Background: an optimization exercise with open tools, aiming at small area and a short achievable clock period. Do not read the settings as production practice.
Where RTL was checked, it was by simulation tests only, not by an equivalence proof against the original.
Power figures rest on the tool's default switching activity, not on a simulated workload.

Design color_tracker, start of the top module:
module color_tracker(
	input			clk,
	input			rst_n,
	input			vsync,
	input			de,
	input	[15:0]	rgb,
	output			mask_valid,
	output			mask,
	output	[10:0]	x_coor,
	output	[9:0]	y_coor,
	output			coor_valid
);
clock: 95.0 ns
lec_check: 0
cap_margin: 20
core_margin: 2
core_utilization: 70
place_density: 0.8
slew_margin: 20
synth_hierarchical: 1
synth_minimum_keep_size: 0
standard.sh (not shown) runs the stock make flow with config.mk's settings and CLKGATE_MAP_FILE= SYNTH_SCRIPT=/design/flow/synth_recipe.tcl, a recipe that flattens the netlist after the stock synthesis.
==> flow/flow/run.sh <==
#!/bin/bash
# Standard layout, with the port buffers made from the smallest buffer cell
# and a clock tree without dummy balancing loads.
set -euo pipefail
bash standard.sh "BUFFER_PORTS_ARGS=-buffer_cell sky130_fd_sc_hd__buf_1" \
	"CTS_ARGS=-sink_clustering_enable -repair_clock_nets -dont_use_dummy_load -buf_list sky130_fd_sc_hd__clkbuf_4 -root_buf sky130_fd_sc_hd__clkbuf_8" \
	finish > flow.log 2>&1
Next try:
- CAP_MARGIN: 20 -> 0
- SLEW_MARGIN: 20 -> 0
=> Routed wire length shrinks by 0.73%. Combinational power hardly moves. Final cell count stays flat. Sequential power stays flat. Clock-buffer cell count stays the same. Setup slack stays flat. Global-route usage is unchanged. Synthesized cell count stays the same.

---

the previous run:
Another version of the RTL of color_tracker (not shown whole).
Size in the first run: ~560 cells after synthesis, roughly 130 flip-flops, ~44 I/O pins, ~7700 um^2 of cells after synthesis.
clock: 95.0 ns
lec_check: 0
cap_margin: 20
core_margin: 2
core_utilization: 70
place_density: 0.8
slew_margin: 20
synth_hierarchical: 1
synth_minimum_keep_size: 0
==> flow/flow/run.sh <==
#!/bin/bash
# Standard layout, with the port buffers made from the smallest buffer cell
# and a clock tree without dummy balancing loads.
set -euo pipefail
bash standard.sh "BUFFER_PORTS_ARGS=-buffer_cell sky130_fd_sc_hd__buf_1" \
	"CTS_ARGS=-sink_clustering_enable -repair_clock_nets -dont_use_dummy_load -buf_list sky130_fd_sc_hd__clkbuf_4" \
	finish > flow.log 2>&1
### the previous run -> the current run
--- a/flow/flow/run.sh
+++ b/flow/flow/run.sh
@@ -5,3 +5,3 @@
 bash standard.sh "BUFFER_PORTS_ARGS=-buffer_cell sky130_fd_sc_hd__buf_1" \
-	"CTS_ARGS=-sink_clustering_enable -repair_clock_nets -dont_use_dummy_load -buf_list sky130_fd_sc_hd__clkbuf_4" \
+	"CTS_ARGS=-sink_clustering_enable -repair_clock_nets -dont_use_dummy_load -buf_list sky130_fd_sc_hd__clkbuf_8" \
 	finish > flow.log 2>&1
--- a/flow/config.mk
+++ b/flow/config.mk
@@ -9,4 +9,3 @@
 export CORE_MARGIN = 2
-export CORE_UTILIZATION = 70
-export PLACE_DENSITY = 0.8
+export CORE_UTILIZATION = 40
 export SLEW_MARGIN = 20
==> notes.md <==
Between the previous run and the current run, design area increased. Compared with the previous run, the current run shows count of non-CTS buffers in the layout higher by 1. Setup slack: the current run more than the previous run. Taking the previous run as the reference, in the current run final-layout clock buffer total stayed essentially flat, slew of the pin with the lowest slew margin now larger. Vias per cell went down by more than 10% going from the previous run to the current run. The run with more routed wire is the current run, not the previous run.
No functional check of the RTL was part of any run of this note.

---

Another version of the RTL of color_tracker (not shown whole).
Size: about 130 flip-flops, ~44 I/O pins, about 0.0078 mm2 of cells after synthesis.
Settings: LEC_CHECK=0, CAP_MARGIN=20, CORE_MARGIN=2, CORE_UTILIZATION=40, CTS_BUF_LIST=sky130_fd_sc_hd__clkbuf_4 sky130_fd_sc_hd__clkbuf_8, SLEW_MARGIN=20; clock period 95.0 ns.
==> flow/flow/run.sh <==
#!/bin/bash
# Standard layout, with the port buffers made from the smallest buffer cell.
set -euo pipefail
bash standard.sh "BUFFER_PORTS_ARGS=-buffer_cell sky130_fd_sc_hd__buf_1" finish > flow.log 2>&1
The first run went through all stages and came out clean.
Change:
==> flow/run.sh (new file) <==
#!/bin/bash
# synth_recipe.tcl (not shown) runs the flow's synth.tcl, then flattens the netlist and writes it again
# the make line also repeats each setting of config.mk as NAME=value (left out here)
make -C /OpenROAD-flow-scripts/flow DESIGN_CONFIG=/design/flow/config.mk WORK_HOME=/design/flow/orfs CLKGATE_MAP_FILE= SYNTH_SCRIPT=/design/flow/synth_recipe.tcl finish
removed: flow/flow/run.sh
removed: flow/standard.sh
After rerunning:
- non-clock buffer count stays the same
- setup slack gets worse by 0.37 ns
- critical path depth does not change
- clock skew is about the same
- via count came out higher by about 1.5%

---

color_tracker, a different RTL version from the one above (not shown whole).
Size in the first run: about 560 cells after synthesis.
Settings: LEC_CHECK=0, CAP_MARGIN=20, CORE_MARGIN=2, CORE_UTILIZATION=70, GPL_ROUTABILITY_DRIVEN=0, GPL_TIMING_DRIVEN=0, PLACE_DENSITY=0.8, SLEW_MARGIN=20, SYNTH_HIERARCHICAL=1, SYNTH_MINIMUM_KEEP_SIZE=0; clock period 95.0 ns.
==> flow/flow/run.sh <==
#!/bin/bash
# Standard layout, with the port buffers made from the smallest buffer cell
# and a clock tree without dummy balancing loads.
set -euo pipefail
bash standard.sh "BUFFER_PORTS_ARGS=-buffer_cell sky130_fd_sc_hd__buf_1" \
	"CTS_ARGS=-sink_clustering_enable -repair_clock_nets -dont_use_dummy_load -buf_list sky130_fd_sc_hd__clkbuf_4" \
	finish > flow.log 2>&1
==> next run, changes <==
--- a/flow/flow/run.sh
+++ b/flow/flow/run.sh
@@ -6 +6 @@
-	"CTS_ARGS=-sink_clustering_enable -repair_clock_nets -dont_use_dummy_load -buf_list sky130_fd_sc_hd__clkbuf_4" \
+	"CTS_ARGS=-repair_clock_nets -dont_use_dummy_load -buf_list sky130_fd_sc_hd__clkbuf_4" \
Settings changed: GPL_ROUTABILITY_DRIVEN 0 to default, GPL_TIMING_DRIVEN 0 to default.
Die area stays the same.
Worst setup slack improves by 0.039 ns.
Synthesized area does not change.
Via count decreases by a few percent.
Critical path depth stays the same.
Routed wire length came out lower by roughly a tenth.
Total power came out lower slightly.
==> next run, changes <==
--- a/flow/flow/run.sh
+++ b/flow/flow/run.sh
@@ -6 +6 @@
-	"CTS_ARGS=-repair_clock_nets -dont_use_dummy_load -buf_list sky130_fd_sc_hd__clkbuf_4" \
+	"CTS_ARGS=-sink_clustering_enable -repair_clock_nets -dont_use_dummy_load -buf_list sky130_fd_sc_hd__clkbuf_4 -root_buf sky130_fd_sc_hd__clkbuf_8" \
Synthesized cell count is unchanged. Power is higher by 0.49%. Die area is unchanged. Critical path depth stays the same. Design area is about the same. Global-route usage is about the same. Worst setup slack improved by 0.11 ns. Via count hardly moves. Cell count hardly moves. Sequential power hardly moves.

==> what the ideal ports hide <==
Ports are ideal in the flow. The routed layouts listed here were re-timed in OpenROAD. Step 1 sets driving cells, clkbuf_16 on the clock port and buf_2 on the other inputs (assumed; they add their load-dependent delay and slew). Step 2 also shifts input and output timing later by t, the mid clock arrival at the registers, as if the neighbouring blocks saw the same clock. Three values: no drivers, after step 1, after step 2; two values: the first two.
run	t (ns)	setup WS [ns]	slew at the worst register clock pin (ns)	pins driven straight from the clock port
the first run of note 1	0.443	75.039 / 75.001 / 75.444	0.10 / 0.10	1
the second run of note 1	0.445	75.038 / 75.000 / 75.058	0.10 / 0.10	1
the previous run	0.566	74.898 / 74.865 / 74.770	0.10 / 0.10	1
the current run	0.460	75.014 / 74.980 / 74.671	0.07 / 0.07	1
the first run of note 3	0.474	74.965 / 74.925 / 74.702	0.08 / 0.08	1
the second run of note 3	0.468	74.600 / 74.561 / 74.707	0.09 / 0.09	1
the first run of note 4	0.559	74.890 / 74.854 / 75.133	0.11 / 0.11	1
the second run of note 4	0.542	74.928 / 74.891 / 75.388	0.11 / 0.11	1
the third run of note 4	0.429	75.040 / 75.005 / 75.378	0.11 / 0.11	1
After both steps setup and hold are still met in every run listed. The setup slack of the current run, which loses most, moves by -0.034 ns with the drivers and by -0.343 ns with both steps. The worst setup slack also covers recovery checks on asynchronous resets.
